From an optimization exercise on the open Yosys and OpenROAD flow, aimed at a short achievable clock period and few clock cycles; shortcuts taken in it are not production practice. Only simulation tests tie the RTL to the original design; equivalence was not proved. No activity file was given, so power comes from the tool's default toggle rates.

$ cat design/flow/constraint.sdc
create_clock -name core_clock -period 5.0 [get_ports {clk}]
set_input_delay 1.0000 -clock core_clock [delete_from_list [all_inputs] [get_ports {clk}]]
set_output_delay 1.0000 -clock core_clock [all_outputs]
set_load 0.01 [all_outputs]
$ cat design/flow/run.sh
#!/bin/bash
# synth_recipe.tcl (not shown) runs the flow's synth.tcl, then flattens the netlist and writes it again
# the make line also repeats each setting of config.mk as NAME=value (left out here)
make -C /OpenROAD-flow-scripts/flow DESIGN_CONFIG=/design/flow/config.mk WORK_HOME=/design/flow/orfs CLKGATE_MAP_FILE= SYNTH_SCRIPT=/design/flow/synth_recipe.tcl finish
$ cat design/flow/design.v
module flopr # (parameter WIDTH = 8)
(input clk, reset,load,
input [WIDTH-1:0] d,
output [WIDTH-1:0] q);
reg [WIDTH-1:0] data;
assign q = data;
always @ (posedge clk)
begin
if(reset)
	data <= 0;
else if(load)
	data <= d;
end
endmodule 
module mux2 # (parameter WIDTH = 8)
(input [WIDTH-1:0] d0, d1, input s,
output [WIDTH-1:0] y);
assign y = s ? d1 : d0;
endmodule
module aomux #(parameter N = 2, parameter W = 8)
(input [N-1:0] sel,
input [N*W-1:0] v,
output reg [W-1:0] y);
integer k;
always @(*) begin
	y = {W{1'b0}};
	for (k = 0; k < N; k = k + 1)
		y = y | ({W{sel[k]}} & v[k*W +: W]);
end
endmodule
module acc_mux #(parameter N = 8)
(input [N-1:0]d0,d1,d2,d3,
input [1:0] sel,
output reg [N-1:0] out);
always@(*)
	begin 
		case(sel)
		2'b00: out <= d0;
		2'b01: out <= d1;
		2'b10: out <= d2;
		2'b11: out <= d3;
		default: out <= d0;
		endcase
	end
endmodule
module jump_mux #(parameter N = 6)
(input[N-1:0] d0,d1,d2,d3,
input [1:0] sel,
output reg [N-1:0] out);
always@(*)
 begin
	case(sel)
	2'b00: out <= d0;
	2'b01: out <= d1;
	2'b10: out <= d2;
	2'b11: out <= d3;
	default: out <= d1;
	endcase
 end
endmodule 
module pcplus(input[5:0] d,
output [5:0] q);
assign q = d + 6'd1; 
endmodule
module relplus(input[5:0] a,b,
output[5:0] OUT);
assign OUT =  a + {3'b000,b[2:0]};
endmodule 
module relminus(input[5:0]a,b,
output[5:0] OUT);
assign OUT =  a - {3'b000,b[2:0]};
endmodule 
module pg8(input [7:0] a, b, output [7:0] p, g);
assign p = a ^ b;
assign g = a & b;
endmodule
module cla8(input [7:0] p, g, input cin, output [8:1] c);
wire [7:0] g0 = {g[7:1], g[0] | (p[0] & cin)};
wire [7:0] G1, P1, G2, P2, G3;
assign G1[0] = g0[0];                 assign P1[0] = p[0];
assign G1[1] = g0[1] | p[1] & g0[0];  assign P1[1] = p[1] & p[0];
assign G1[2] = g0[2];                 assign P1[2] = p[2];
assign G1[3] = g0[3] | p[3] & g0[2];  assign P1[3] = p[3] & p[2];
assign G1[4] = g0[4];                 assign P1[4] = p[4];
assign G1[5] = g0[5] | p[5] & g0[4];  assign P1[5] = p[5] & p[4];
assign G1[6] = g0[6];                 assign P1[6] = p[6];
assign G1[7] = g0[7] | p[7] & g0[6];  assign P1[7] = p[7] & p[6];
assign G2[1:0] = G1[1:0];             assign P2[1:0] = P1[1:0];
assign G2[2] = G1[2] | P1[2] & G1[1]; assign P2[2] = P1[2] & P1[1];
assign G2[3] = G1[3] | P1[3] & G1[1]; assign P2[3] = P1[3] & P1[1];
assign G2[5:4] = G1[5:4];             assign P2[5:4] = P1[5:4];
assign G2[6] = G1[6] | P1[6] & G1[5]; assign P2[6] = P1[6] & P1[5];
assign G2[7] = G1[7] | P1[7] & G1[5]; assign P2[7] = P1[7] & P1[5];
assign G3[3:0] = G2[3:0];
assign G3[4] = G2[4] | P2[4] & G2[3];
assign G3[5] = G2[5] | P2[5] & G2[3];
assign G3[6] = G2[6] | P2[6] & G2[3];
assign G3[7] = G2[7] | P2[7] & G2[3];
assign c = G3;
endmodule
module xor8(input [7:0] a, b, output [7:0] y);
assign y = a ^ b;
endmodule
module add8(input [7:0] a, b, input cin, output [7:0] s);
wire [7:0] p, g;
wire [8:1] c;
pg8 upg (a, b, p, g);
cla8 ucl (p, g, cin, c);
xor8 usm (p, {c[7:1], cin}, s);
endmodule
module addz8(input [7:0] a, b, input cin, output z);
wire [7:0] p = a ^ b;
wire [7:0] k = a | b;
assign z = (p == {k[6:0], cin});
endmodule
module andpre6(input [5:0] x, output [5:1] c);
assign c[1] = x[0];
assign c[2] = x[0] & x[1];
assign c[3] = x[0] & x[1] & x[2];
assign c[4] = (x[0] & x[1]) & (x[2] & x[3]);
assign c[5] = (x[0] & x[1]) & (x[2] & x[3]) & x[4];
endmodule
module xor6(input [5:0] a, b, output [5:0] y);
assign y = a ^ b;
endmodule
module inc6(input [5:0] x, output [5:0] y);
wire [5:1] c;
andpre6 uc (x, c);
xor6 ux (x, {c, 1'b1}, y);
endmodule
module inc6b(input [5:0] x, output [5:0] y);
wire [5:0] h;
inc6 ui ({1'b0, x[5:1]}, h);
assign y = {h[4:0], x[0]};
endmodule
module cla8n(input [7:0] p, g, output [7:1] c);
wire [7:0] G1, P1, G2, P2;
assign G1[0] = g[0];                  assign P1[0] = p[0];
assign G1[1] = g[1] | p[1] & g[0];    assign P1[1] = p[1] & p[0];
assign G1[2] = g[2];                  assign P1[2] = p[2];
assign G1[3] = g[3] | p[3] & g[2];    assign P1[3] = p[3] & p[2];
assign G1[4] = g[4];                  assign P1[4] = p[4];
assign G1[5] = g[5] | p[5] & g[4];    assign P1[5] = p[5] & p[4];
assign G1[6] = g[6];                  assign P1[6] = p[6];
assign G2[1:0] = G1[1:0];
assign G2[2] = G1[2] | P1[2] & G1[1];
assign G2[3] = G1[3] | P1[3] & G1[1];
assign G2[5:4] = G1[5:4];
assign G2[6] = G1[6] | P1[6] & G1[5];
assign c[4:1] = G2[3:0];
assign c[5] = G2[4] | P1[4] & G2[3];
assign c[6] = G2[5] | (P1[5] & P1[4]) & G2[3];
assign c[7] = G2[6] | (P1[6] & P1[5]) & G2[3];
endmodule
module add8n(input [7:0] a, b, output [7:0] s);
wire [7:0] p, g;
wire [7:1] c;
pg8 upg (a, b, p, g);
cla8n ucl (p, g, c);
xor8 usm (p, {c, 1'b0}, s);
endmodule
module andpre8(input [7:0] x, output [7:1] c);
wire a01 = x[0] & x[1];
wire a23 = x[2] & x[3];
wire a45 = x[4] & x[5];
wire a03 = a01 & a23;
assign c[1] = x[0];
assign c[2] = a01;
assign c[3] = a01 & x[2];
assign c[4] = a03;
assign c[5] = a03 & x[4];
assign c[6] = a03 & a45;
assign c[7] = a03 & a45 & x[6];
endmodule
module inc8(input [7:0] x, output [7:0] y);
wire [7:1] c;
andpre8 uc (x, c);
xor8 ux (x, {c, 1'b1}, y);
endmodule
module amux_late(input [7:0] early, input [3:0] sel, input [7:0] v0, v1, v2, v3,
output [7:0] y);
assign y = early | ({8{sel[0]}} & v0) | ({8{sel[1]}} & v1) |
                   ({8{sel[2]}} & v2) | ({8{sel[3]}} & v3);
endmodule
module shifter(a,sel,out);
	input [7:0] a;
	input [1:0] sel;
	output reg [7:0] out;
	always@(*)
	begin
		case(sel)
		2'b00:out = a;
		2'b01:out = a << 1;
		2'b10:out = a >> 1;
		2'b11:out = {a[0],a[7:1]};
		default: out = a;
	endcase
	end
endmodule 
module regfile(input[7:0] D,input[2:0] address ,input we,clock,reset,
output [7:0] out);
reg [7:0] register [7:0];
integer i;
always@(posedge clock)
begin
	if(reset)
	begin
		for(i = 0; i < 8; i = i + 1)
			register[i] <= 8'd0;
	end
	else if(we)
	begin
		register[address] <= D; 
	end
end
assign out = register[address];
endmodule 
module datapath(input clk,reset,
				input [7:0] readdata,
				input IRload,
				input [1:0] Jmpmuxsel,
				input PCload,
				input MemInst,
				input MRload,
				input [1:0] Asel,
				input Aload,
				input RFwr,
				input [2:0] ALUsel,
				input [1:0] Shiftsel,
				input outen,
				input [7:0] IN,
				output [7:0] accout,
				output [7:0]OUT,
				output [7:0] INSTR,
				output [5:0] address 
				);				
wire [7:0] result,rfout;
wire [7:0] aluout;
wire [7:0] amux_out; 
wire [5:0] MAout;
wire [5:0] PCout,pos_sign,neg_sign,PCplusone;
wire [5:0] JMPmuxOut; 
flopr #(8) IR (clk,reset,IRload,readdata,INSTR);
flopr #(6) MA (clk,reset,MRload,readdata[5:0],MAout);
flopr #(6) PC(clk,reset,PCload,JMPmuxOut,PCout);
relplus pos(PCout,INSTR[5:0],pos_sign);
relminus min(PCout,INSTR[5:0],neg_sign);
pcplus pcplusone(PCout,PCplusone);
jump_mux #(6) JMPmux(PCplusone,readdata[5:0],neg_sign,pos_sign,Jmpmuxsel,JMPmuxOut);
mux2 #(6) MemMux(PCout,MAout,MemInst,address);
acc_mux #(8) accmux4(result,rfout,IN,readdata,Asel,amux_out);
flopr #(8) accumlator(clk,reset,Aload,amux_out,accout);
regfile RF(accout,INSTR[2:0],RFwr,clk,reset,rfout);
alu ALU(accout,rfout,ALUsel,aluout);
shifter shiftReg(aluout,Shiftsel,result);
flopr #(8) OUTREG(clk,reset,outen,accout,OUT);
endmodule
module controller(input clk,reset,
			     input [7:0] instr,
				  input [7:0] A,
				  output MemWr,
				  output [1:0] JMPmux,Shiftsel,Asel,
				  output IRload,MRload,PCload,MemInst,Aload,RFwr,OutEn,
				  output [2:0] ALUsel,
				  output halted
				  );
wire [5:0] present;
reg [5:0] next;
reg [5:0] next_c;
reg [16:0] bits;
localparam FETCH = 6'd0,
		   DECODE = 6'd1,
			NOP = 6'd2,
		   LDA = 6'd3,
		   STA = 6'd4,
		   LDM = 6'd5,
		   STM = 6'd6,
		   LDI = 6'd7,
		   AND = 6'd8,
		   OR = 6'd9,
		   ADD = 6'd10,
		   SUB = 6'd11,
		   NOT = 6'd12,
		   INC = 6'd13,
		   DEC = 6'd14,
		   SHFL = 6'd15,
		   SHFR = 6'd16,
		   ROTR = 6'd17,
		   IN = 6'd18,
		   OUT = 6'd19,
		   HALT = 6'd20,
		   JMP = 6'd21,
		   JMPR = 6'd22,
		   JZ = 6'd23,
		   JZR = 6'd24,
		   JNZ = 6'd25,
		   JNZR = 6'd26,
		   JP = 6'd27,
		   JPR = 6'd28,
		   LDMC2 = 6'd29,
		   STMC2 = 6'd30;
assign present = reset ? 6'd0 : next;
always@(posedge clk)
begin
	if(reset)
		next <= 6'd0;
	else
		next <= next_c;
end
always@(*)
begin
			bits = 17'd0;
			next_c = 6'd0;
			case(present)
				FETCH:
					begin					
						bits = 17'b10001000000000000;
						next_c = DECODE;
					end
				DECODE:
				begin
						bits = 17'd0;
					if(instr == 8'b0000_0000)
						next_c = NOP;
					else if(instr[7:4] == 4'b0001)
						next_c = LDA;
					else if(instr[7:4] == 4'b0010)
						next_c = STA;
					else if(instr[7:4] == 4'b0011)
						next_c = LDM;
					else if(instr[7:4] == 4'b0100)
						next_c = STM;
					else if(instr[7:4] == 4'b0101)
						next_c = LDI;
					else if(instr[7:4] == 4'b1010)
						next_c = AND;
					else if(instr[7:4] == 4'b1011)
						next_c = OR;
					else if(instr[7:4] == 4'b1100)
						next_c = ADD;
					else if(instr[7:4] == 4'b1101)
						next_c = SUB;
					else if(instr == 8'b1110_0000)
						next_c = NOT;
					else if(instr == 8'b1110_0001)
						next_c = INC;
					else if(instr == 8'b1110_0010)
						next_c = DEC;
					else if(instr == 8'b1110_0011)
						next_c = SHFL;
					else if(instr == 8'b1110_0100)
						next_c = SHFR;
					else if(instr == 8'b1110_0101)
						next_c = ROTR;
					else if(instr == 8'b1111_0000)
						next_c = IN;
					else if(instr == 8'b1111_0001)
						next_c = OUT;
					else if(instr == 8'b1111_0010)
						next_c = HALT;
					else if(instr[7:4] == 4'b0110)
					begin
						if(instr[3:0] == 4'd0)
							next_c = JMP;
						else
							next_c = JMPR;
					end
					else if(instr[7:4] == 4'b0111)
					begin
						if(instr[3:0] == 4'd0)
							next_c = JZ;
						else
							next_c = JZR;
					end
					else if(instr[7:4] == 4'b1000)
					begin
						if(instr[3:0] == 4'd0)
							next_c = JNZ;
						else 
							next_c = JNZR;
					end					
					else if(instr[7:4] == 4'b1001)
					begin
						if(instr[3:0]== 4'd0)	
							next_c = JP;
						else	
							next_c = JPR;
					end
					else 
						next_c = FETCH;
				end
				NOP:
					begin
						bits = 17'b00000000000000000;
						next_c = FETCH;
					end
				LDA:
					begin
						bits = 17'b00000000110000000;
						next_c = FETCH;
					end
				STA:
					begin
						bits = 17'b00000000001000000;
						next_c = FETCH;
					end
				LDM:
					begin
						bits = 17'b01001000000000000;
						next_c = LDMC2;
					end
				STM:
					begin 
						bits = 17'b01001000000000000;
						next_c = STMC2;
					end
				LDI:
					begin
						bits = 17'b00001001110000000;
						next_c = FETCH;
					end
				AND:
					begin
						bits = 17'b00000000010001000;
						next_c = FETCH;
					end
				OR:
					begin
						bits = 17'b00000000010010000;
						next_c = FETCH;
					end
				ADD:
					begin
						bits = 17'b00000000010100000;
						next_c = FETCH;
					end
				SUB:
					begin
						bits = 17'b00000000010101000;
						next_c = FETCH;
					end
				NOT:
					begin
						bits = 17'b00000000010011000;
						next_c = FETCH;
					end
				INC:
					begin
						bits = 17'b00000000010110000;
						next_c = FETCH;
					end
				DEC:
					begin
						bits = 17'b00000000010111000;
						next_c = FETCH;
					end
				SHFL:
					begin
						bits = 17'b00000000010000010;
						next_c = FETCH;
					end
				SHFR:
					begin
						bits = 17'b00000000010000100;
						next_c = FETCH;
					end
				ROTR:
					begin
						bits = 17'b00000000010000110;
						next_c = FETCH;
					end
				IN:
					begin
						bits = 17'b00000001010000000;
						next_c = FETCH;
					end
				OUT:
					begin
						bits = 17'b00000000000000001;
						next_c = FETCH;
					end
				HALT:
					begin
						bits = 17'd0;
						next_c = HALT;
					end
				LDMC2:
					begin
						bits = 17'b00000101110000000;
						next_c = FETCH;
					end
				STMC2:
					begin
						bits = 17'b00000110000000000;
						next_c = FETCH;
					end
				JMP:
					begin
						bits = 17'b00011000000000000;
						next_c = FETCH;
					end
				JMPR:
					begin
						if(instr[3:0] == 4'd0)
							bits = 17'd0;
						else
						begin
							if(instr[3] == 1'd0) 
								bits = 17'b00111000000000000;
							else 
								bits = 17'b00101000000000000;
						end
					next_c = FETCH;
					end
				JZ:
					begin
						if(A == 8'b0)
							bits = 17'b00011000000000000;
						else  
							bits = 17'b00001000000000000;
						next_c = FETCH;
					end
				JZR:
					begin
						if(A == 8'b0 && instr[3:0]!= 4'd0)
							begin
								if(instr[3] == 1'd0) 
									bits = 17'b00111000000000000;
								else 
									bits = 17'b00101000000000000;
							end
						else 
							bits =17'd0;
						next_c = FETCH;
					end
				JNZ:
					begin
						if(A != 8'b0)
							bits = 17'b00011000000000000;
						else
							bits = 17'b00001000000000000;
						next_c = FETCH;
					end
				JNZR:
					begin
						if(A!=8'b0 && instr[3:0] != 4'd0)
							begin
								if(instr[3] == 1'd0) 
									bits = 17'b00111000000000000;
								else 
									bits = 17'b00101000000000000;
							end
						else  
							bits = 17'd0;
						next_c = FETCH;
					end
				JP:
					begin
						if(A[7] == 1'd0 && A !=8'd0 ) 
							bits = 17'b00011000000000000;
						else  
							bits = 17'b00001000000000000;
						next_c = FETCH;
					end
				JPR:
					begin
						if(A[7] == 1'd0 && instr[3:0] != 4'd0)
							begin
								if(instr[3] == 1'd0) 
									bits = 17'b00111000000000000;
								else 
									bits = 17'b00101000000000000;
							end
						else  
							bits = 17'd0;
					next_c = FETCH;
					end
			default:
				begin
					bits = 17'd0;
					next_c = FETCH;
				end
			endcase
end
assign IRload = bits[16];
assign MRload = bits[15];
assign JMPmux = bits[14:13];
assign PCload = bits[12];
assign MemInst = bits[11];
assign MemWr = bits[10];
assign Asel = bits[9:8];
assign Aload = bits [7];
assign RFwr = bits [6];
assign ALUsel = bits [5:3];
assign Shiftsel = bits [2:1];
assign OutEn = bits[0];
assign halted = (present == HALT);	
endmodule 
module my_cpu(input clk,reset,
output[5:0] address,
output memWr,
output[7:0] writedata,
input [7:0] readdata,IN,
output [7:0] OUT,
output halted
);
localparam NE = 4;       
integer i;
genvar gi;
reg mf;              
reg m_o;             
reg m_d;             
reg ld_d;            
reg wr, hlt;
reg [5:0] addr;      
reg [5:0] addr_o;    
reg [7:0] A, WD, OUTr;
reg zf, nf;          
reg [7:0] R [0:7];
reg xv;              
reg x_b, x_and, x_or, x_add, x_sub, x_not, x_inc, x_dec, x_shl, x_shr, x_rot, x_in, x_opnd;
reg x_awe, x_out;
reg [7:0] x_stv;     
reg [2:0] mq;        
reg rfill;           
reg [7:0] B, opnd;
reg k_ldi, k_ldm, k_stm, k_abs;    
reg [4:0] bc;        
reg brel;            
reg [5:0] alt;       
reg [5:0] ret;       
reg [5:0] ipc;       
reg [5:0] rf_tag, rf_tgt, rf_tm1, rf_tm2, rf_qa;
reg [5:0] ipcm1, ipcm2;    
reg [5:0] ipc1;      
reg [3:0] x_lo;      
reg [4:0] rf_bc;
reg          e_v [0:NE-1];
reg [5:0]    e_tag [0:NE-1];
reg [5:0]    e_qa [0:NE-1];
reg [4:0]    e_kind [0:NE-1];    
reg [4:0]    e_bc [0:NE-1];
reg [NE-1:0] hv;                 
reg [7:0]    e_tgt [0:NE-1];
reg [5:0]    e_tm1 [0:NE-1];     
reg [5:0]    e_tm2 [0:NE-1];     
reg [2:0]    e_c3 [0:NE-1];      
reg [NE-1:0] e_ptr;              
assign address = addr_o;
assign memWr = wr;
assign writedata = WD;
assign OUT = OUTr;
assign halted = hlt;
wire [7:0] d = readdata;
wire [3:0] hi = d[7:4];
wire [3:0] lo = d[3:0];
wire [15:0] hiv, lov;
generate for (gi = 0; gi < 16; gi = gi + 1) begin : nib
	assign hiv[gi] = hi == gi;
	assign lov[gi] = lo == gi;
end endgenerate
function cond_of(input [4:0] c, input zf, input nf);
	cond_of = c[0] | (c[1] & zf) | (c[2] & !zf) | (c[3] & !nf & !zf) | (c[4] & !nf);
endfunction
function [2:0] cond3(input [4:0] c);
	cond3 = {cond_of(c, 1'b0, 1'b1), cond_of(c, 1'b0, 1'b0), cond_of(c, 1'b1, 1'b0)};
endfunction
wire z = zf;
wire n = nf;
wire misp = z ? mq[0] : n ? mq[2] : mq[1];
wire bcond = cond_of(bc, z, n);
wire fv = mf && !misp;       
wire ok = xv & !hlt & !reset;
wire ldv = ld_d & !hlt & !reset;
wire a_we = (x_awe & ok) | ldv;
wire hold = !a_we & !reset;
wire [7:0] r_add, r_subn, r_inc, r_decn;
add8n uadd (A, B, r_add);
add8n usub (~A, B, r_subn);
inc8 uinc (A, r_inc);
inc8 udec (~A, r_decn);
wire [3:0] l_sel4 = {x_dec & ok, x_inc & ok, x_sub & ok, x_add & ok};
wire [10:0] a_sel = {hold, ldv,
                     x_opnd & ok, x_in & ok, x_rot & ok, x_shr & ok, x_shl & ok,
                     x_not & ok, x_or & ok, x_and & ok, x_b & ok};
wire [11*8-1:0] a_val = {A, d,
                         opnd, IN, {A[0], A[7:1]}, {1'b0, A[7:1]}, {A[6:0], 1'b0},
                         ~A, A | B, A & B, B};
wire [7:0] a_early, w_early, a_next, wd_next;
aomux #(11, 8) amx (a_sel, a_val, a_early);
aomux #(11, 8) wmx (a_sel, a_val, w_early);
amux_late aml (a_early, l_sel4, r_add, ~r_subn, r_inc, ~r_decn, a_next);
amux_late wml (w_early, l_sel4, r_add, ~r_subn, r_inc, ~r_decn, wd_next);
wire [10:0] n7_val;
generate for (gi = 0; gi < 11; gi = gi + 1) begin : nv
	assign n7_val[gi] = a_val[gi*8 + 7];
end endgenerate
wire n_early, nf_next;
aomux #(11, 1) nmx7 (a_sel, n7_val, n_early);
aomux #(5, 1) nml ({l_sel4, 1'b1}, {~r_decn[7], r_inc[7], ~r_subn[7], r_add[7], n_early}, nf_next);
wire z_add;
addz8 uzadd (A, B, 1'b0, z_add);
wire [15:0] z_val = {1'b1, zf, d == 8'd0,
                     opnd == 8'd0, IN == 8'd0, zf, A[7:1] == 7'd0, A[6:0] == 7'd0,
                     A == 8'hff, (A | B) == 8'd0, (A & B) == 8'd0, B == 8'd0,
                     A == 8'd1, A == 8'hff, A == B, z_add};
wire [15:0] z_sel = {reset, a_sel, x_dec & ok, x_inc & ok, x_sub & ok, x_add & ok};
wire zf_next;
aomux #(16, 1) zmx (z_sel, z_val, zf_next);
wire op_lda = hiv[1];
wire op_sta = hiv[2];
wire op_ldm = hiv[3];
wire op_stm = hiv[4];
wire op_ldi = hiv[5];
wire op_and = hiv[10];
wire op_or  = hiv[11];
wire op_add = hiv[12];
wire op_sub = hiv[13];
wire op_not = hiv[14] & lov[0];
wire op_inc = hiv[14] & lov[1];
wire op_dec = hiv[14] & lov[2];
wire op_shl = hiv[14] & lov[3];
wire op_shr = hiv[14] & lov[4];
wire op_rot = hiv[14] & lov[5];
wire op_in  = hiv[15] & lov[0];
wire op_out = hiv[15] & lov[1];
wire op_hlt = hiv[15] & lov[2];
wire op_br  = |hiv[9:6];
wire lo0 = lov[0];
wire op_abs = op_br & lo0;
wire op_rel = op_br & !lo0;
wire op_two = op_ldi | op_ldm | op_stm | op_abs;
wire [4:0] f_bc = {hiv[9] & !lo0, hiv[9] & lo0, hiv[8], hiv[7], hiv[6]};
wire [5:0] a_p1, a_p2;
inc6 uap1 (addr, a_p1);
inc6b uap2 (addr, a_p2);
wire stable = !x_awe;        
wire [NE-1:0] e_usef, e_relk, e_takek, e_ldik, e_memk, e_ldmk, e_stmk;
wire [NE*3-1:0] e_mqk;
wire [NE*6-1:0] e_nxk, e_altk;
wire [NE*8-1:0] e_tgtk;
generate for (gi = 0; gi < NE; gi = gi + 1) begin : look
	wire br = e_kind[gi][3] | e_kind[gi][4];
	wire known = stable | e_bc[gi][0];
	wire pred = e_kind[gi][3] | !e_bc[gi][1];      
	wire csel = z ? e_c3[gi][0] : n ? e_c3[gi][2] : e_c3[gi][1];
	wire take = known ? csel : pred;
	wire [5:0] fall = e_kind[gi][4] ? a_p1 : a_p2;
	assign e_usef[gi] = e_kind[gi][0] | (br & !take);
	assign e_relk[gi] = e_kind[gi][4];
	assign e_mqk[gi*3 +: 3] = {3{br & !known}} & (e_c3[gi] ^ {3{pred}});
	assign e_takek[gi] = take;
	assign e_ldik[gi] = e_kind[gi][0];
	assign e_ldmk[gi] = e_kind[gi][1];
	assign e_stmk[gi] = e_kind[gi][2];
	assign e_memk[gi] = e_kind[gi][1] | e_kind[gi][2];
	assign e_nxk[gi*6 +: 6] = (e_kind[gi][0] | (br & !take)) ? fall : e_tgt[gi][5:0];
	assign e_altk[gi*6 +: 6] = take ? fall : e_tgt[gi][5:0];
	assign e_tgtk[gi*8 +: 8] = e_tgt[gi];
end endgenerate
wire hit = |hv;
wire h_ldi = |(hv & e_ldik);
wire h_ldm = |(hv & e_ldmk);
wire h_stm = |(hv & e_stmk);
wire h_mem = |(hv & e_memk);
wire [7:0] ht;
aomux #(NE, 8) htm (hv, e_tgtk, ht);
wire [2:0] h_mq;
aomux #(NE, 3) hmq (hv, e_mqk, h_mq);
wire o_ret = k_ldi | (k_abs & !bcond);
wire [NE+4-1:0] n_sel = {m_o & o_ret, m_o & !o_ret, m_d, mf & !hit, {NE{mf}} & hv};
wire [(NE+4)*6-1:0] n_val = {ret, d[5:0], ret, a_p1, e_nxk};
wire [5:0] addr_pre;
aomux #(NE+4, 6) nmx (n_sel, n_val, addr_pre);
wire [7:0] rt_p, rt_m;
add8 urtp ({2'b00, ipc1}, {5'd0, x_lo[2:0]}, 1'b0, rt_p);
add8 urtm ({2'b00, ipc1}, ~{5'd0, x_lo[2:0]}, 1'b1, rt_m);
wire [5:0] redir = !brel ? alt : x_lo[3] ? rt_m[5:0] : rt_p[5:0];
wire [5:0] addr_next = misp ? redir : addr_pre;
wire [5:0] addr_pre_o;
aomux #(NE+4, 6) nmxo (n_sel, n_val, addr_pre_o);
wire [5:0] addr_o_next = misp ? redir : addr_pre_o;
wire [NE-1:0] l_sel = hv;
wire [5:0] alt_next;
aomux #(NE, 6) lmx (l_sel, e_altk, alt_next);
wire [8*8-1:0] b_val;
generate for (gi = 0; gi < 8; gi = gi + 1) begin : bv
	assign b_val[gi*8 +: 8] = (x_stv[gi] & ok) ? WD : R[gi];
end endgenerate
wire [7:0] b_next;
aomux #(8, 8) bmx (lov[15:8] | lov[7:0], b_val, b_next);
wire fill = m_o | rfill;
wire [5:0] f_tag = m_o ? ipc : rf_tag;
wire [5:0] f_qa = m_o ? ipc1 : rf_qa;
wire [5:0] f_tm1 = m_o ? ipcm1 : rf_tm1;
wire [5:0] f_tm2 = m_o ? ipcm2 : rf_tm2;
wire [4:0] f_kind = m_o ? {1'b0, k_abs, k_stm, k_ldm, k_ldi} : 5'b10000;
wire [4:0] f_bcv = m_o ? bc : rf_bc;
wire [7:0] f_tgt = m_o ? d : {2'b00, rf_tgt};
wire eqf_ret = m_o ? ret == ipc : ret == rf_tag;
wire eqf_d = m_o ? d[5:0] == ipc : d[5:0] == rf_tag;
wire eqf_p1 = m_o ? addr == ipcm1 : addr == rf_tm1;
wire eqf_p2 = m_o ? addr == ipcm2 : addr == rf_tm2;
wire [NE-1:0] eqf_tgt;
generate for (gi = 0; gi < NE; gi = gi + 1) begin : eqf
	assign eqf_tgt[gi] = m_o ? e_tgt[gi][5:0] == ipc : e_tgt[gi][5:0] == rf_tag;
end endgenerate
wire [NE-1:0] hv_next;
generate for (gi = 0; gi < NE; gi = gi + 1) begin : hvn
	wire fs = fill & e_ptr[gi];
	wire inv = m_d && wr && (e_tag[gi] == addr || e_qa[gi] == addr);
	wire vv = fs | (e_v[gi] & !inv);
	wire eq_ret = fs ? eqf_ret : ret == e_tag[gi];
	wire eq_d = fs ? eqf_d : d[5:0] == e_tag[gi];
	wire eq_p1 = fs ? eqf_p1 : addr == e_tm1[gi];
	wire eq_p2 = fs ? eqf_p2 : addr == e_tm2[gi];
	wire [NE-1:0] eq_nx;
	genvar gk;
	for (gk = 0; gk < NE; gk = gk + 1) begin : nx
		wire eq_t = fs ? eqf_tgt[gk] : e_tgt[gk][5:0] == e_tag[gi];
		assign eq_nx[gk] = e_usef[gk] ? (e_relk[gk] ? eq_p1 : eq_p2) : eq_t;
	end
	wire [NE+3:0] mv = {eq_ret, eq_d, eq_ret, eq_p1, eq_nx};
	assign hv_next[gi] = vv & !misp & |(n_sel & mv);
end endgenerate
always @(posedge clk) begin
	if (reset) begin
		mf <= 1'b1; m_o <= 1'b0; m_d <= 1'b0; ld_d <= 1'b0;
		wr <= 1'b0; hlt <= 1'b0;
		addr <= 6'd0;
		addr_o <= 6'd0;
		OUTr <= 8'd0;
		for (i = 0; i < 8; i = i + 1) R[i] <= 8'd0;
		xv <= 1'b0;
		x_b <= 1'b0; x_and <= 1'b0; x_or <= 1'b0; x_add <= 1'b0; x_sub <= 1'b0;
		x_not <= 1'b0; x_inc <= 1'b0; x_dec <= 1'b0; x_shl <= 1'b0; x_shr <= 1'b0;
		x_rot <= 1'b0; x_in <= 1'b0; x_opnd <= 1'b0; x_awe <= 1'b0; x_out <= 1'b0;
		x_stv <= 8'd0; mq <= 3'd0; rfill <= 1'b0; hv <= {NE{1'b0}};
		e_ptr <= {{NE-1{1'b0}}, 1'b1};
		for (i = 0; i < NE; i = i + 1) e_v[i] <= 1'b0;
	end else begin
		for (i = 0; i < 8; i = i + 1)
			if (x_stv[i] & ok) R[i] <= WD;
		if (x_out && ok) OUTr <= WD;
		addr <= addr_next;
		addr_o <= addr_o_next;
		if (fv && op_hlt) hlt <= 1'b1;
		xv <= !misp;
		x_b   <= mf & op_lda; x_and <= mf & op_and; x_or  <= mf & op_or;
		x_add <= mf & op_add; x_sub <= mf & op_sub; x_not <= mf & op_not;
		x_inc <= mf & op_inc; x_dec <= mf & op_dec; x_shl <= mf & op_shl;
		x_shr <= mf & op_shr; x_rot <= mf & op_rot; x_in  <= mf & op_in;
		x_out <= mf & op_out;
		for (i = 0; i < 8; i = i + 1) x_stv[i] <= mf & op_sta & (d[2:0] == i);
		hv <= hv_next;
		x_opnd <= mf & h_ldi;
		x_awe <= mf & (op_lda | op_and | op_or | op_add | op_sub | op_not | op_inc |
		         op_dec | op_shl | op_shr | op_rot | op_in | h_ldi);
		mf <= !((fv & ((op_two & !hit) | h_mem)) | (m_o & (k_ldm | k_stm)));
		m_o <= fv & op_two & !hit;
		m_d <= (fv & h_mem) | (m_o & (k_ldm | k_stm));
		ld_d <= (fv & ((op_ldi & !hit) | h_ldm)) | (m_o & k_ldm);
		wr <= ((fv & h_stm) | (m_o & k_stm)) & !hlt;
		mq <= {3{fv}} & (hit ? h_mq : {3{op_rel}} & cond3(f_bc));
		rfill <= misp & brel;
		if (fill) begin
			for (i = 0; i < NE; i = i + 1)
				if (e_ptr[i]) e_v[i] <= 1'b1;
			e_ptr <= {e_ptr[NE-2:0], e_ptr[NE-1]};
		end
		if (m_d && wr) begin
			for (i = 0; i < NE; i = i + 1)
				if (e_tag[i] == addr || e_qa[i] == addr) e_v[i] <= 1'b0;
		end
	end
end
always @(posedge clk) begin
	A <= a_next;
	WD <= wd_next;
	zf <= zf_next;
	nf <= nf_next;
	B <= b_next;
	opnd <= ht;
	alt <= alt_next;
	brel <= !hit;
	rf_tag <= ipc;
	rf_tgt <= redir;
	rf_tm1 <= ipcm1;
	rf_qa <= ipc1;
	rf_tm2 <= ipcm2;
	rf_bc <= bc;
	for (i = 0; i < NE; i = i + 1)
		if (fill && e_ptr[i]) begin
			e_tag[i] <= f_tag;
			e_qa[i] <= f_qa;
			e_tm1[i] <= f_tm1;
			e_tm2[i] <= f_tm2;
			e_kind[i] <= f_kind;
			e_bc[i] <= f_bcv;
			e_c3[i] <= cond3(f_bcv);
			e_tgt[i] <= f_tgt;
		end
	if (mf) begin
		k_ldi <= op_ldi; k_ldm <= op_ldm; k_stm <= op_stm; k_abs <= op_abs;
		bc <= f_bc;
		ret <= a_p2;
		ipc <= addr;
		ipc1 <= a_p1;
		ipcm1 <= addr - 6'd1;
		ipcm2 <= addr - 6'd2;
		x_lo <= d[3:0];
	end
end
endmodule
$ cat design/flow/config.mk
export PLATFORM = sky130hd
export DESIGN_NAME = my_cpu
export DESIGN_NICKNAME = my_cpu
export VERILOG_FILES = /design/flow/design.v
export SDC_FILE = /design/flow/constraint.sdc
export NUM_CORES = 4
export LEC_CHECK = 0
export CAP_MARGIN = 20
export CORE_MARGIN = 2
export CORE_UTILIZATION = 40
export SETUP_SLACK_MARGIN = 3.0
export SLEW_MARGIN = 20
export SYNTH_HIERARCHICAL = 1
==> run summary, run 1 <==
* Status: no timing/DRC/antenna violations
* Worst path bufs/invs at 1
* Clock power share at 0.359
* Slowest cell delay on critical path at 410 ps
* Clk latency of the worst-skew pair at around 600 ps
* Critical Path Start Type: flop
* Core outline area at between 0.05 and 0.06 mm^2
* P_sw at ~2.9 mW
* RSZ-0062 raised after global routing: yes
* Pleak at ~12 nW
* Critical-path cell list: buf_12, mux2_4, xor2_2, nor4_4, a31oi_4, mux2i_1, nor2_1, o221a_1, a221oi_2
* Worst r2r src: m_o
* Net count, final at around 2,500
* Routed Antenna Nets at 0
* Die span in x at approximately 250 um
* Final WL at approximately 82,000 um
* Die Y at about 250 um
* Gate power share at 0.233
* Int Pwr at around 7 mW
* Clock Root Buffer: clkbuf_16
* Worst endpoint required time at around 5500 ps
* Clock Pin Slew Worst Setup and Hold Paths at roughly 60 ps
* DRC Markers at 0
* CTS tree: yes
* Routed len/inst at between 20 and 30 um
* Reg2Reg Setup Slack at roughly 2500 ps
* Hold crit path type: flop to flop
* Final HPWL DP at 53,090 um
* Synth Instances at 2,286
* I/O Buffers at a little over 40
* CP arrival at between 3000 and 4000 ps
* Via density at 6.020
* CP top delay family: compound AO/OA/AOI/OAI gates
* Fill count at between 5,000 and 6,000
* Fmax achieved at between 300 and 400 MHz
* Period Utilization, post-route at 0.5032
* Reg-to-reg critical path endpoint: hv[2]
* First-pass detailed-route iteration total at 9
* Die area at between 0.06 and 0.07 mm^2
* Critical path depth at 9
* First DRT Iteration DRCs at 1,905
* Fin. Hold Viols at 0
* Clock tree buffer depth at 3
* Multi-input gate area at between 0.01 and 0.015 mm^2
* Row count at 89
* Crit Path Max Fanout at 6
* Vias in the first global route at around 19,000
* Routability cong. at ~1
* Fin. max-slew vios at 0
* Final TNS setup at 0 ps
* CP Capture Type: flop
* Initial Util at 0.4041
* Worst-path cell with the longest stage delay: dfxtp_4
* Worst Skew at between 20 and 30 ps
* Endpoint, Worst Hold: rf_tm1[0]
* Vias at 19,474
* Ratio of cells with drive above 1 in the final layout at 0.3404
* Ys Warns at 26
* Peak supply drop at 0.3433 mV
* P per Cell Area at 334.9 mW/mm^2
* Num ports at 42
* Register area at approximately 0.010 mm^2
* P&R area growth vs syn at 27.03%
* Hold path start: ipcm1[0]
* First-pass GRT wire length at around 120,000 um
* Hold depth at 0
* # clock sinks at roughly 410
* Remaining Overflow, GRT at 0
* CTS H-Tree Depth at 2
* FF-to-FF path depth at 9
* Syn Std Cell Area at around 0.024 mm^2
* Relative slew slack at 0.4201
* Mean Syn Cell Area at between 10 and 15 um^2
* Final setup viols at 0
* Number of max-cap violations at 0
* Largest net degree at the start of global routing at 72
* Antenna violations before repair at 0
* Min Clock Period, post-route at ~2500 ps
* GR Util All Layers at 0.2623
* Pin slew with the least headroom to its limit at 869.9 ps
* Switching fraction of total power at 0.2893
* Sequential power share at 0.408
* Total CTS buffers at 47
* CP Class: flop to flop
* Antenna Cells at 0
* WHS at between 300 and 400 ps
## worst reg2reg max path: stages, from the launching register on
cell and delay [ps]:
dfxtp_4 410, buf_12 170, mux2_4 330, xor2_2 160, nor4_4 400, a31oi_4 180
mux2i_1 170, nor2_1 70, o221a_1 280, a221oi_2 250
## cell type report
class	count	area share
Clock buffer	63	0.04386
Clock inverter	25	0.01010
Inverter	97	0.01510
Multi-Input combinational cell	1617	0.4691
Sequential cell	411	0.3452
Tap cell	773	0.03198
Timing Repair Buffer	248	0.08441
Timing Repair inverter	1	0.0002483
## layout by cell type, fill, tap and decap left out, drive strengths merged, types with 34 or more instances in the layout
| master | instances |
|---|---|
| buf | 234 |
| edfxtp | 206 |
| dfxtp | 205 |
| xor2 | 180 |
| xnor2 | 175 |
| mux2 | 144 |
| a22oi | 125 |
| nand2 | 109 |
| nor2 | 94 |
| inv | 90 |
| and2 | 81 |
| nand4 | 66 |
| clkbuf | 65 |
| a21oi | 59 |
| ha | 54 |
| nor4 | 46 |
| nand3 | 41 |
| o21ai | 41 |
| a221oi | 37 |
| a22o | 36 |
| a222oi | 34 |
## layer usage
metal / wire (um) / part of all wire / vias to the layer above / global-route usage
li1: - / - / 8618 / -
met1: 33790 / 0.41 / 9676 / 0.3368
met2: 38430 / 0.47 / 918 / 0.4305
met3: 5612 / 0.068 / 262 / 0.04077
met4: 4174 / 0.051 / 0 / 0.1275
met5: 0 / 0 / - / 0
## per-stage QoR
stage               worst slack [ps]  instances  utilization  cell area, um^2  total power [mW]
floorplan                       2560       2304            -            24700             5.365
global placement                1386       2965       0.4246            25010             5.808
detailed placement              1352       2965       0.4246            25010             5.849
CTS                             2518       3177       0.4922            29000             9.979
global route                    2389       3235       0.5133            30240             10.51
finish                          2484       3235       0.5133            30240             10.13
## power by group through the flow
stage          sequential [mW]  clock (mW)  combinational (mW)
5_1_grt                   4.15        3.84                2.51
3_3_place_gp              4.24           0                1.57
2_1_floorplan             4.07           0                1.29
3_5_place_dp              4.25           0                1.60
6_report                  4.13        3.63                2.36
4_1_cts                   4.13        3.70                2.15
## sequential cells by signal, indices dropped and copies added (netlist names), 12 cells and up
register and flops:
e_c3 12, R 64, e_tm1 24, e_tgt 32
e_qa 24, e_tm2 24, e_kind 20, e_tag 20
## worst max-delay path by stage
| stage | from | end | slack (ps) |
|---|---|---|---|
| floorplan | reset | A[6] | 2560 |
| global placement | readdata[0] | mf | 1390 |
| detailed placement | readdata[0] | mf | 1350 |
| CTS | m_o | hv[2] | 2520 |
| global route | m_o | hv[2] | 2390 |
| finish | m_o | hv[2] | 2480 |
## what timing repair did
item,4_1_cts,5_1_grt
cloned,7,2
endpoints found under the setup margin,467,117
pin swaps,74,93
hold buffers,0,0
buffers inserted,117,56
resized for setup,447,172
Testbench counts, summed over its fixed seeds: cycles 52,069.
==> run 2, diff against run 1 <==
--- a/design/flow/design.v
+++ b/design/flow/design.v
@@ -178,8 +178,8 @@
 xor8 ux (x, {c, 1'b1}, y);
 endmodule
-module amux_late(input [7:0] early, input [3:0] sel, input [7:0] v0, v1, v2, v3,
+module amux_late(input clr, input [7:0] early, input [3:0] sel, input [7:0] v0, v1, v2, v3,
 output [7:0] y);
-assign y = early | ({8{sel[0]}} & v0) | ({8{sel[1]}} & v1) |
-                   ({8{sel[2]}} & v2) | ({8{sel[3]}} & v3);
+assign y = {8{!clr}} & (early | ({8{sel[0]}} & v0) | ({8{sel[1]}} & v1) |
+                                ({8{sel[2]}} & v2) | ({8{sel[3]}} & v3));
 endmodule
 module shifter(a,sel,out);
@@ -634,5 +634,6 @@
 reg [5:0] ipcm1, ipcm2;    
 reg [5:0] ipc1;      
-reg [3:0] x_lo;      
+reg [15*6-1:0] rtc;  
+reg [15:1] x_lov;    
 reg [4:0] rf_bc;
 reg          e_v [0:NE-1];
@@ -647,4 +648,6 @@
 reg [2:0]    e_c3 [0:NE-1];      
 reg [NE-1:0] e_ptr;              
+reg [NE-1:0] e_pd;               
+reg [NE-1:0] hvp;                
 assign address = addr_o;
 assign memWr = wr;
@@ -671,8 +674,8 @@
 wire bcond = cond_of(bc, z, n);
 wire fv = mf && !misp;       
-wire ok = xv & !hlt & !reset;
-wire ldv = ld_d & !hlt & !reset;
+wire ok = xv & !hlt;
+wire ldv = ld_d & !hlt;
 wire a_we = (x_awe & ok) | ldv;
-wire hold = !a_we & !reset;
+wire hold = !a_we;
 wire [7:0] r_add, r_subn, r_inc, r_decn;
 add8n uadd (A, B, r_add);
@@ -690,22 +693,24 @@
 aomux #(11, 8) amx (a_sel, a_val, a_early);
 aomux #(11, 8) wmx (a_sel, a_val, w_early);
-amux_late aml (a_early, l_sel4, r_add, ~r_subn, r_inc, ~r_decn, a_next);
-amux_late wml (w_early, l_sel4, r_add, ~r_subn, r_inc, ~r_decn, wd_next);
+amux_late aml (reset, a_early, l_sel4, r_add, ~r_subn, r_inc, ~r_decn, a_next);
+amux_late wml (reset, w_early, l_sel4, r_add, ~r_subn, r_inc, ~r_decn, wd_next);
 wire [10:0] n7_val;
 generate for (gi = 0; gi < 11; gi = gi + 1) begin : nv
 	assign n7_val[gi] = a_val[gi*8 + 7];
 end endgenerate
-wire n_early, nf_next;
+wire n_early, nf_pre;
 aomux #(11, 1) nmx7 (a_sel, n7_val, n_early);
-aomux #(5, 1) nml ({l_sel4, 1'b1}, {~r_decn[7], r_inc[7], ~r_subn[7], r_add[7], n_early}, nf_next);
+aomux #(5, 1) nml ({l_sel4, 1'b1}, {~r_decn[7], r_inc[7], ~r_subn[7], r_add[7], n_early}, nf_pre);
+wire nf_next = !reset & nf_pre;
 wire z_add;
 addz8 uzadd (A, B, 1'b0, z_add);
-wire [15:0] z_val = {1'b1, zf, d == 8'd0,
+wire [14:0] z_val = {zf, d == 8'd0,
                      opnd == 8'd0, IN == 8'd0, zf, A[7:1] == 7'd0, A[6:0] == 7'd0,
                      A == 8'hff, (A | B) == 8'd0, (A & B) == 8'd0, B == 8'd0,
                      A == 8'd1, A == 8'hff, A == B, z_add};
-wire [15:0] z_sel = {reset, a_sel, x_dec & ok, x_inc & ok, x_sub & ok, x_add & ok};
-wire zf_next;
-aomux #(16, 1) zmx (z_sel, z_val, zf_next);
+wire [14:0] z_sel = {a_sel, x_dec & ok, x_inc & ok, x_sub & ok, x_add & ok};
+wire zf_pre;
+aomux #(15, 1) zmx (z_sel, z_val, zf_pre);
+wire zf_next = reset | zf_pre;
 wire op_lda = hiv[1];
 wire op_sta = hiv[2];
@@ -735,19 +740,16 @@
 inc6 uap1 (addr, a_p1);
 inc6b uap2 (addr, a_p2);
-wire stable = !x_awe;        
 wire [NE-1:0] e_usef, e_relk, e_takek, e_ldik, e_memk, e_ldmk, e_stmk;
 wire [NE*3-1:0] e_mqk;
-wire [NE*6-1:0] e_nxk, e_altk;
+wire [NE*6-1:0] e_nx1, e_nx0, e_altk;
 wire [NE*8-1:0] e_tgtk;
 generate for (gi = 0; gi < NE; gi = gi + 1) begin : look
 	wire br = e_kind[gi][3] | e_kind[gi][4];
-	wire known = stable | e_bc[gi][0];
-	wire pred = e_kind[gi][3] | !e_bc[gi][1];      
-	wire csel = z ? e_c3[gi][0] : n ? e_c3[gi][2] : e_c3[gi][1];
-	wire take = known ? csel : pred;
+	wire pred = e_pd[gi];
+	wire take = pred;
 	wire [5:0] fall = e_kind[gi][4] ? a_p1 : a_p2;
 	assign e_usef[gi] = e_kind[gi][0] | (br & !take);
 	assign e_relk[gi] = e_kind[gi][4];
-	assign e_mqk[gi*3 +: 3] = {3{br & !known}} & (e_c3[gi] ^ {3{pred}});
+	assign e_mqk[gi*3 +: 3] = {3{br}} & (e_c3[gi] ^ {3{pred}});
 	assign e_takek[gi] = take;
 	assign e_ldik[gi] = e_kind[gi][0];
@@ -755,5 +757,6 @@
 	assign e_stmk[gi] = e_kind[gi][2];
 	assign e_memk[gi] = e_kind[gi][1] | e_kind[gi][2];
-	assign e_nxk[gi*6 +: 6] = (e_kind[gi][0] | (br & !take)) ? fall : e_tgt[gi][5:0];
+	assign e_nx1[gi*6 +: 6] = e_kind[gi][0] ? fall : e_tgt[gi][5:0];
+	assign e_nx0[gi*6 +: 6] = (e_kind[gi][0] | br) ? fall : e_tgt[gi][5:0];
 	assign e_altk[gi*6 +: 6] = take ? fall : e_tgt[gi][5:0];
 	assign e_tgtk[gi*8 +: 8] = e_tgt[gi];
@@ -769,16 +772,27 @@
 aomux #(NE, 3) hmq (hv, e_mqk, h_mq);
 wire o_ret = k_ldi | (k_abs & !bcond);
-wire [NE+4-1:0] n_sel = {m_o & o_ret, m_o & !o_ret, m_d, mf & !hit, {NE{mf}} & hv};
-wire [(NE+4)*6-1:0] n_val = {ret, d[5:0], ret, a_p1, e_nxk};
-wire [5:0] addr_pre;
-aomux #(NE+4, 6) nmx (n_sel, n_val, addr_pre);
-wire [7:0] rt_p, rt_m;
-add8 urtp ({2'b00, ipc1}, {5'd0, x_lo[2:0]}, 1'b0, rt_p);
-add8 urtm ({2'b00, ipc1}, ~{5'd0, x_lo[2:0]}, 1'b1, rt_m);
-wire [5:0] redir = !brel ? alt : x_lo[3] ? rt_m[5:0] : rt_p[5:0];
-wire [5:0] addr_next = misp ? redir : addr_pre;
-wire [5:0] addr_pre_o;
-aomux #(NE+4, 6) nmxo (n_sel, n_val, addr_pre_o);
-wire [5:0] addr_o_next = misp ? redir : addr_pre_o;
+wire [5:0] h_nx1, h_nx0;
+aomux #(NE, 6) hn1 (hv, e_nx1, h_nx1);
+aomux #(NE, 6) hn0 (hv, e_nx0, h_nx0);
+wire h_take = |(hv & e_takek);
+wire [15*6-1:0] a_rel;
+generate for (gi = 1; gi < 16; gi = gi + 1) begin : rel
+	wire [7:0] sum;
+	if (gi < 8)
+		add8 ur ({2'b00, addr}, 8'd1 + gi, 1'b0, sum);
+	else
+		add8 ur ({2'b00, addr}, 8'd1 - (gi - 8), 1'b0, sum);
+	assign a_rel[(gi-1)*6 +: 6] = sum[5:0];
+end endgenerate
+wire [5:0] rt_sel;
+aomux #(15, 6) rmx (x_lov, rtc, rt_sel);
+wire [5:0] redir = brel ? rt_sel : alt;
+wire go = !reset & !misp;      
+wire [5:0] n_sel = {misp & !reset, (m_d | (m_o & o_ret)) & go, m_o & !o_ret & go,
+                    mf & !hit & go, mf & hit & h_take & go, mf & hit & !h_take & go};
+wire [6*6-1:0] n_val = {redir, ret, d[5:0], a_p1, h_nx1, h_nx0};
+wire [5:0] addr_next, addr_o_next;
+aomux #(6, 6) nmx (n_sel, n_val, addr_next);
+aomux #(6, 6) nmxo (n_sel, n_val, addr_o_next);
 wire [NE-1:0] l_sel = hv;
 wire [5:0] alt_next;
@@ -798,29 +812,16 @@
 wire [4:0] f_bcv = m_o ? bc : rf_bc;
 wire [7:0] f_tgt = m_o ? d : {2'b00, rf_tgt};
-wire eqf_ret = m_o ? ret == ipc : ret == rf_tag;
-wire eqf_d = m_o ? d[5:0] == ipc : d[5:0] == rf_tag;
-wire eqf_p1 = m_o ? addr == ipcm1 : addr == rf_tm1;
-wire eqf_p2 = m_o ? addr == ipcm2 : addr == rf_tm2;
-wire [NE-1:0] eqf_tgt;
-generate for (gi = 0; gi < NE; gi = gi + 1) begin : eqf
-	assign eqf_tgt[gi] = m_o ? e_tgt[gi][5:0] == ipc : e_tgt[gi][5:0] == rf_tag;
-end endgenerate
 wire [NE-1:0] hv_next;
 generate for (gi = 0; gi < NE; gi = gi + 1) begin : hvn
-	wire fs = fill & e_ptr[gi];
-	wire inv = m_d && wr && (e_tag[gi] == addr || e_qa[gi] == addr);
-	wire vv = fs | (e_v[gi] & !inv);
-	wire eq_ret = fs ? eqf_ret : ret == e_tag[gi];
-	wire eq_d = fs ? eqf_d : d[5:0] == e_tag[gi];
-	wire eq_p1 = fs ? eqf_p1 : addr == e_tm1[gi];
-	wire eq_p2 = fs ? eqf_p2 : addr == e_tm2[gi];
+	wire fs = rfill & e_ptr[gi];
+	wire eq_p1 = addr == e_tm1[gi];
+	wire eq_p2 = addr == e_tm2[gi];
 	wire [NE-1:0] eq_nx;
 	genvar gk;
 	for (gk = 0; gk < NE; gk = gk + 1) begin : nx
-		wire eq_t = fs ? eqf_tgt[gk] : e_tgt[gk][5:0] == e_tag[gi];
+		wire eq_t = e_tgt[gk][5:0] == e_tag[gi];
 		assign eq_nx[gk] = e_usef[gk] ? (e_relk[gk] ? eq_p1 : eq_p2) : eq_t;
 	end
-	wire [NE+3:0] mv = {eq_ret, eq_d, eq_ret, eq_p1, eq_nx};
-	assign hv_next[gi] = vv & !misp & |(n_sel & mv);
+	assign hv_next[gi] = e_v[gi] & !fs & mf & go & ((!hit & eq_p1) | |(hv & eq_nx));
 end endgenerate
 always @(posedge clk) begin
@@ -828,6 +829,4 @@
 		mf <= 1'b1; m_o <= 1'b0; m_d <= 1'b0; ld_d <= 1'b0;
 		wr <= 1'b0; hlt <= 1'b0;
-		addr <= 6'd0;
-		addr_o <= 6'd0;
 		OUTr <= 8'd0;
 		for (i = 0; i < 8; i = i + 1) R[i] <= 8'd0;
@@ -836,5 +835,5 @@
 		x_not <= 1'b0; x_inc <= 1'b0; x_dec <= 1'b0; x_shl <= 1'b0; x_shr <= 1'b0;
 		x_rot <= 1'b0; x_in <= 1'b0; x_opnd <= 1'b0; x_awe <= 1'b0; x_out <= 1'b0;
-		x_stv <= 8'd0; mq <= 3'd0; rfill <= 1'b0; hv <= {NE{1'b0}};
+		x_stv <= 8'd0; mq <= 3'd0; rfill <= 1'b0;
 		e_ptr <= {{NE-1{1'b0}}, 1'b1};
 		for (i = 0; i < NE; i = i + 1) e_v[i] <= 1'b0;
@@ -843,6 +842,4 @@
 			if (x_stv[i] & ok) R[i] <= WD;
 		if (x_out && ok) OUTr <= WD;
-		addr <= addr_next;
-		addr_o <= addr_o_next;
 		if (fv && op_hlt) hlt <= 1'b1;
 		xv <= !misp;
@@ -853,5 +850,4 @@
 		x_out <= mf & op_out;
 		for (i = 0; i < 8; i = i + 1) x_stv[i] <= mf & op_sta & (d[2:0] == i);
-		hv <= hv_next;
 		x_opnd <= mf & h_ldi;
 		x_awe <= mf & (op_lda | op_and | op_or | op_add | op_sub | op_not | op_inc |
@@ -864,4 +860,5 @@
 		mq <= {3{fv}} & (hit ? h_mq : {3{op_rel}} & cond3(f_bc));
 		rfill <= misp & brel;
+		hvp <= hv & {NE{mf}};
 		if (fill) begin
 			for (i = 0; i < NE; i = i + 1)
@@ -876,4 +873,7 @@
 end
 always @(posedge clk) begin
+	addr <= addr_next;
+	addr_o <= addr_o_next;
+	hv <= hv_next;
 	A <= a_next;
 	WD <= wd_next;
@@ -886,8 +886,11 @@
 	rf_tag <= ipc;
 	rf_tgt <= redir;
+	rtc <= a_rel;
+	x_lov <= lov[15:1];
 	rf_tm1 <= ipcm1;
 	rf_qa <= ipc1;
 	rf_tm2 <= ipcm2;
 	rf_bc <= bc;
+	if (misp & !brel) e_pd <= e_pd ^ hvp;
 	for (i = 0; i < NE; i = i + 1)
 		if (fill && e_ptr[i]) begin
@@ -899,4 +902,5 @@
 			e_bc[i] <= f_bcv;
 			e_c3[i] <= cond3(f_bcv);
+			e_pd[i] <= !m_o | bcond;
 			e_tgt[i] <= f_tgt;
 		end
@@ -909,5 +913,4 @@
 		ipcm1 <= addr - 6'd1;
 		ipcm2 <= addr - 6'd2;
-		x_lo <= d[3:0];
 	end
 end
--- a/design/flow/config.mk
+++ b/design/flow/config.mk
@@ -8,5 +8,5 @@
 export CAP_MARGIN = 20
 export CORE_MARGIN = 2
-export CORE_UTILIZATION = 40
+export CORE_UTILIZATION = 55
 export SETUP_SLACK_MARGIN = 3.0
 export SLEW_MARGIN = 20
==> run 2 against run 1 <==
  * Clock skew shrank 5.8 ps
  * Largest cell class unchanged
  * Global-route usage up 6.0 points
  * Final cell count is 12% higher
  * Combinational power is essentially flat
  * Largest power group unchanged
  * Critical path depth is 8 lower
  * Highest routed layer unchanged
==> run summary, run 2 <==
* Vias in the first global route at 21,138 (+12%)
* First-pass GRT wire length at 128,800 um (+6.8%)
* Slowest cell delay on critical path at 420 ps (about the same)
* DRC Markers at 0 (unchanged)
* Pre-CTS setup slack at 1643 ps (+291.3 ps)
* Worst-path cell with the longest stage delay: dfxtp_4
* Crit Path Max Fanout at 5 (-1)
* # clock sinks at 512 (+25%)
* Fill count at 3,924 (-24%)
* Commonest non-fill, non-tap cell in the layout: dfxtp_1
* Clock tree buffer depth at 3 (unchanged)
* Die Y at 228.1 um (-8.0%)
* Total CTS buffers at 54 (+15%)
* Hold crit path type: flop to flop
* Pleak at 14.21 nW (+21%)
* Min Clock Period, post-route at 2158 ps (-357.8 ps)
* Worst path bufs/invs at 1 (unchanged)
* Worst setup margin at 2842 ps (+357.8 ps)
* CP arrival at 1160 ps (-1860 ps)
* Largest net degree at the start of global routing at 73 (+1.4%)
* Via density at 6.196 (+2.9%)
* Peak supply drop at 0.3793 mV (+10%)
* Vias at 22,368 (+15%)
* Relative slew slack at 0.3752 (-0.04493)
* I/O Buffers at 41 (unchanged)
* Synth Instances at 2,618 (+15%)
* Reg with most FFs: rtc
* Critical Path Start Type: flop
* Routability cong. at 0.9158 (-6.7%)
* First-pass detailed-route iteration total at 8 (-1)
* Clk latency of the worst-skew pair at 620 ps (+20 ps)
* Antenna violations before repair at 1 (+1)
* P&R area growth vs syn at 22.78%
* Syn Std Cell Area at 0.02763 mm^2 (+16%)
* Number of max-cap violations at 0 (unchanged)
* P per Cell Area at 340.4 mW/mm^2 (+1.6%)
* Ys Warns at 27 (+3.8%)
* Final HPWL DP at 55,300 um (+4.2%)
* First DRT Iteration DRCs at 2,738 (+44%)
* Worst endpoint required time at 4000 ps (-1510 ps)
* Num ports at 42 (unchanged)
* CP Capture Type: primary output
* Final setup viols at 0 (unchanged)
* Worst Skew at 21.44 ps (-5.806 ps)
* Period Utilization, post-route at 0.4316 (-0.07156)
* Ratio of cells with drive above 1 in the final layout at 0.2608 (-0.07956)
* Pin slew with the least headroom to its limit at 937.3 ps (+67.40 ps)
* CTS tree: yes
* Row count at 82 (-7.9%)
* Routed Antenna Nets at 0 (unchanged)
* CP top delay family: flip-flops
* Net count, final at 3,042 (+22%)
* CP Class: flop to primary output
* Regs by FF count: rtc (90), R (64), e_tgt (32)
* Fmax achieved at 463.4 MHz (+17%)
* Fin. Hold Viols at 0 (unchanged)
* Die area at 0.05205 mm^2 (-15%)
* Initial Util at 0.5542 (+0.1501)
* Clock Pin Slew Worst Setup and Hold Paths at 60 ps (about the same)
* Post-CTS Hold Fix Bufs at 0 (unchanged)
* GR Util All Layers at 0.3219 (+0.05952)
* Remaining Overflow, GRT at 0 (unchanged)
* CTS H-Tree Depth at 2 (unchanged)
* Total Power at 11.55 mW (+14%)
* Fin. max-slew vios at 0 (unchanged)
* Final TNS setup at 0 ps (unchanged)
* RSZ-0062 raised after global routing: yes
* Multi-input gate area at 0.01581 mm^2 (+11%)
* Number of flip-flops in the largest register at 90 (+41%)
* Most frequent cells in the layout: 252 x dfxtp_1, 210 x xor2_1, 202 x edfxtp_1, 150 x buf_4, 148 x conb_1
* Final WL at 89,560 um (+9.2%)
* Critical-path cell list: buf_6
* Register area at 0.01242 mm^2 (+19%)
* Die span in x at 228.1 um (-8.0%)
* Core outline area at 0.04986 mm^2 (-15%)
* Status: no timing/DRC/antenna violations
* Clock Root Buffer: clkbuf_16
* Routed len/inst at 24.81 um (-2.1%)
* Mean Syn Cell Area at 10.55 um^2 (+1.4%)
run 2: cell count changes in the layout (fill, tap and decap cells not counted), sizes merged, moves of 29 or more:
cell and delta:
nor2 +48, xnor2 -47, dfxtp +105, clkbuf +32
a21o +39, a21oi +50, a22oi +46, nor4 -29
ha +78, xor2 +50, conb +122, mux2 -44
run 2: worst paths after layout:
path / startpoint / to / slack [ps] / cells past startpoint
max: hlt / halted / 2840 / 1
min: ipc1[3] / rf_qa[3] / 370 / 0
max reg2reg: addr[1] / addr[5] / 2850 / 10
min reg2reg: ipc1[3] / rf_qa[3] / 370 / 0
run 2: cell type report:
class | instances | area share
multi-input cells | 1983 | 0.4659
flip-flops and latches | 512 | 0.3662
repair buffers | 261 | 0.07955
clock buffers | 87 | 0.04916
well taps | 672 | 0.02478
inverters | 80 | 0.01103
clock inverters | 14 | 0.003246
diodes | 1 | 0.00007376
run 2: timing repair:
item | in CTS | in global routing
endpoints found under the setup margin | 252 | 120
pin swaps | 49 | 117
resized for setup | 338 | 192
buffers inserted | 109 | 67
hold endpoints to repair | 0 | 0
gates cloned | 5 | 15
run 2: routing by layer:
metal	vias up	GRT usage	part of all wire
li1	9984	-	-
met1	10932	0.4512	0.43
met2	1178	0.5130	0.45
met3	274	0.05125	0.087
met4	0	0.09845	0.035
met5	-	0	0
run 2: stage by stage:
step	hold WS, ps	util	instances	area [um^2]
floorplan	342.4	-	2758	28300
global placement	345.4	0.5762	3312	28730
detailed placement	350.8	0.5762	3312	28730
CTS	366.6	0.6472	3527	32270
global route	373.1	0.6803	3609	33920
finish	366.5	0.6804	3610	33930
run 2: power breakdown:
| part | switching [mW] | total (mW) | internal (mW) |
|---|---|---|---|
| Clock | 1.67 | 4.00 | 2.33 |
| Sequential | 0.233 | 5.18 | 4.95 |
| Combinational | 1.31 | 2.36 | 1.06 |
Testbench counts of run 2, summed over its fixed seeds: cycles 52,909.
==> run 3, diff against run 2 <==
--- a/design/flow/config.mk
+++ b/design/flow/config.mk
@@ -8,5 +8,5 @@
 export CAP_MARGIN = 20
 export CORE_MARGIN = 2
-export CORE_UTILIZATION = 55
+export CORE_UTILIZATION = 40
 export SETUP_SLACK_MARGIN = 3.0
 export SLEW_MARGIN = 20
==> run 3 against run 2 <==
  * Hold slack gained 2.6 ps
  * Total power grew 2.3%
  * Via count shrank 0.37%
  * Critical endpoint is now A[4]
==> run summary, run 3 <==
* Post-CTS Hold Fix Bufs at 0 (unchanged)
* Clock Root Buffer: clkbuf_16
* Final TNS setup at 0 ps (unchanged)
* CTS H-Tree Depth at 2 (unchanged)
* Via density at 5.781 (-6.7%)
* Number of flip-flops in the largest register at 90 (unchanged)
* Clock Pin Slew Worst Setup and Hold Paths at 60 ps (about the same)
* P&R area growth vs syn at 26.42%
* Antenna Cells at 0 (-1)
* Regs by FF count: rtc (90), R (64), e_tgt (32)
* CP Class: flop to flop
* Clk latency of the worst-skew pair at 620 ps (about the same)
* Net count, final at 3,077 (+1.2%)
* Worst path bufs/invs at 2 (+1)
* Mean Syn Cell Area at 10.55 um^2 (unchanged)
* Die Y at 266.8 um (+17%)
* CTS tree: yes
* Die area at 0.07120 mm^2 (+37%)
* Synth Instances at 2,618 (unchanged)
* Antenna violations before repair at 0 (-1)
* Total CTS buffers at 54 (unchanged)
* # clock sinks at 512 (unchanged)
* Hold crit path type: flop to flop
* Final WL at 92,180 um (+2.9%)
* Worst Skew at 27.64 ps (+6.205 ps)
* Largest net degree at the start of global routing at 73 (unchanged)
* Routability cong. at 0.9265 (+1.2%)
* CP arrival at 2660 ps (+1500 ps)
* Remaining Overflow, GRT at 0 (unchanged)
* Syn Std Cell Area at 0.02763 mm^2 (unchanged)
* GR Util All Layers at 0.2494 (-0.07243)
* Total Power at 11.81 mW (+2.3%)
* Reg with most FFs: rtc
* RSZ-0062 raised after global routing: yes
* Final core occ at 0.5102 (-0.1702)
* I/O Buffers at 41 (unchanged)
* Relative slew slack at 0.5054 (+0.1302)
* Final HPWL DP at 56,430 um (+2.0%)
* Pleak at 14.54 nW (+2.3%)
* Fin. max-slew vios at 0 (unchanged)
* First-pass detailed-route iteration total at 9 (+1)
* CP Capture Type: flop
* Ys Warns at 27 (unchanged)
* Critical Path Start Type: flop
* First DRT Iteration DRCs at 2,340 (-15%)
* Vias in the first global route at 21,754 (+2.9%)
* Clock tree buffer depth at 3 (unchanged)
* Critical-path cell list: nor2b_4, buf_16, and2_4, buf_4, a22o_1, a221oi_1, nand3_1, a21oi_2, a21oi_1
* Number of max-cap violations at 0 (unchanged)
* Fin. Hold Viols at 0 (unchanged)
* Ratio of cells with drive above 1 in the final layout at 0.2829 (+0.02207)
* Row count at 96 (+17%)
* Inst Count DP at 3,516 (+6.2%)
* Core outline area at 0.06847 mm^2 (+37%)
* Commonest non-fill, non-tap cell in the layout: dfxtp_1
* Num ports at 42 (unchanged)
* Fin cells at 3,855 (+6.8%)
* P per Cell Area at 338.1 mW/mm^2 (-0.68%)
* Period Utilization, post-route at 0.4339 (+0.002308)
* Final setup viols at 0 (unchanged)
* Most frequent cells in the layout: 256 x dfxtp_1, 209 x xor2_1, 202 x edfxtp_1, 184 x buf_4, 148 x conb_1
* Die span in x at 266.8 um (+17%)
* Routed Antenna Nets at 0 (unchanged)
* Initial Util at 0.4036 (-0.1506)
* Status: no timing/DRC/antenna violations
* Vias at 22,285 (-0.37%)
* Slowest cell delay on critical path at 410 ps (about the same)
* DRC Markers at 0 (unchanged)
* Pin slew with the least headroom to its limit at 741.9 ps (-195.3 ps)
* Crit Path Max Fanout at 8 (+3)
* Peak supply drop at 0.2670 mV (-30%)
* CP top delay family: compound AO/OA/AOI/OAI gates
* Worst-path cell with the longest stage delay: dfxtp_4
* First-pass GRT wire length at 134,800 um (+4.7%)
* Routed len/inst at 23.91 um (-3.6%)
* Min Clock Period, post-route at 2170 ps (+11.54 ps)
* Worst endpoint required time at 5490 ps (+1490 ps)
* Fmax achieved at 460.9 MHz (-0.53%)
[run 3: changes by cell type in the layout (fill, tap and decap cells not counted), sizes merged, moves of 2 or more]
cell,previous run,this run
bufinv,3,5
clkinv,10,20
clkbuf,97,84
xor2,230,228
and2,105,103
buf,238,277
bufbuf,2,4
dlymetal6s2s,1,3
clkdlybuf4s50,7,1
dlygate4sd2,1,5
[run 3: where the power goes]
group	switching [mW]	internal, mW	total (mW)	leakage [nW]
sequential	0.254	4.95	5.20	4.48
clock	1.73	2.45	4.19	0.936
combinational	1.31	1.12	2.43	9.12
total	3.29	8.52	11.8	14.5
[run 3: path summary, 6_finish.rpt]
check,start,to,slack [ps],cells after the start
worst max-delay path,hlt,A[4],2830,9
worst min-delay path,ipc[2],rf_tag[2],370,0
worst max register to register,hlt,A[4],2830,9
worst min register to register,ipc[2],rf_tag[2],370,0
[run 3: per-stage QoR]
stage | instance area (um^2) | setup slack (ps) | hold WS [ps]
after global routing | 34930 | 2789 | 380.8
after CTS | 33350 | 2843 | 372.0
after global placement | 28940 | 1771 | 349.7
after detailed placement | 28970 | 1737 | 352.2
after floorplan | 28300 | 2840 | 342.4
final | 34930 | 2830 | 369.1
[run 3: per-layer routing]
layer,up-vias,share of wire,global-route usage
li1,10037,-,-
met1,10945,0.42,0.3278
met2,1048,0.47,0.4091
met3,255,0.069,0.02943
met4,0,0.048,0.1178
met5,-,0,0
[run 3: area by class of cell]
cell class | count | area, um^2
fillers | 5969 | 33530
multi-input cells | 1979 | 16010
flip-flops and latches | 512 | 12430
repair buffers | 300 | 3128
clock buffers | 76 | 1640
well taps | 882 | 1104
inverters | 80 | 379.1
clock inverters | 26 | 236.5
[run 3: repair_timing]
item / 4_1_cts / 5_1_grt
buffers inserted: 151 / 71
gates resized for setup: 381 / 181
gates cloned: 9 / 6
setup endpoints to repair: 298 / 95
pin swaps: 52 / 117
[run 3: worst register-to-register path: cells and delay by family (launching register included)]
family	cells	cell delay, ps
buffers and inverters	2	290
DFF	1	410
and+or+nand+nor	3	560
AOI/OAI and AO/OA	4	790

-- what the ideal ports hide --
Ports are ideal in the flow. The routed layouts listed here were re-timed in OpenROAD. Step 1 assumes that a clkbuf_16 drives the clock port and a buf_2 every other input. Step 2, shift: input delay + t, output delay - t, t = (earliest + latest rising clock arrival at the registers) / 2. This alone moves slack from input paths to output paths. a / b / c = ideal ports / drivers / drivers and shift; a / b = the first two.
run | shift t [ns] | setup slack, ns | latest minus earliest clock arrival (ns)
run 1 | 0.643 | 2.484 / 2.484 / 2.145 | 0.033 / 0.033
run 2 | 0.669 | 2.842 / 2.779 / 2.292 | 0.023 / 0.023
run 3 | 0.667 | 2.830 / 2.787 / 2.291 | 0.031 / 0.032
After both steps setup and hold are still met in every run listed. For run 2, which loses most, drivers alone change the setup slack by -0.063 ns; drivers and shift together by -0.550 ns.
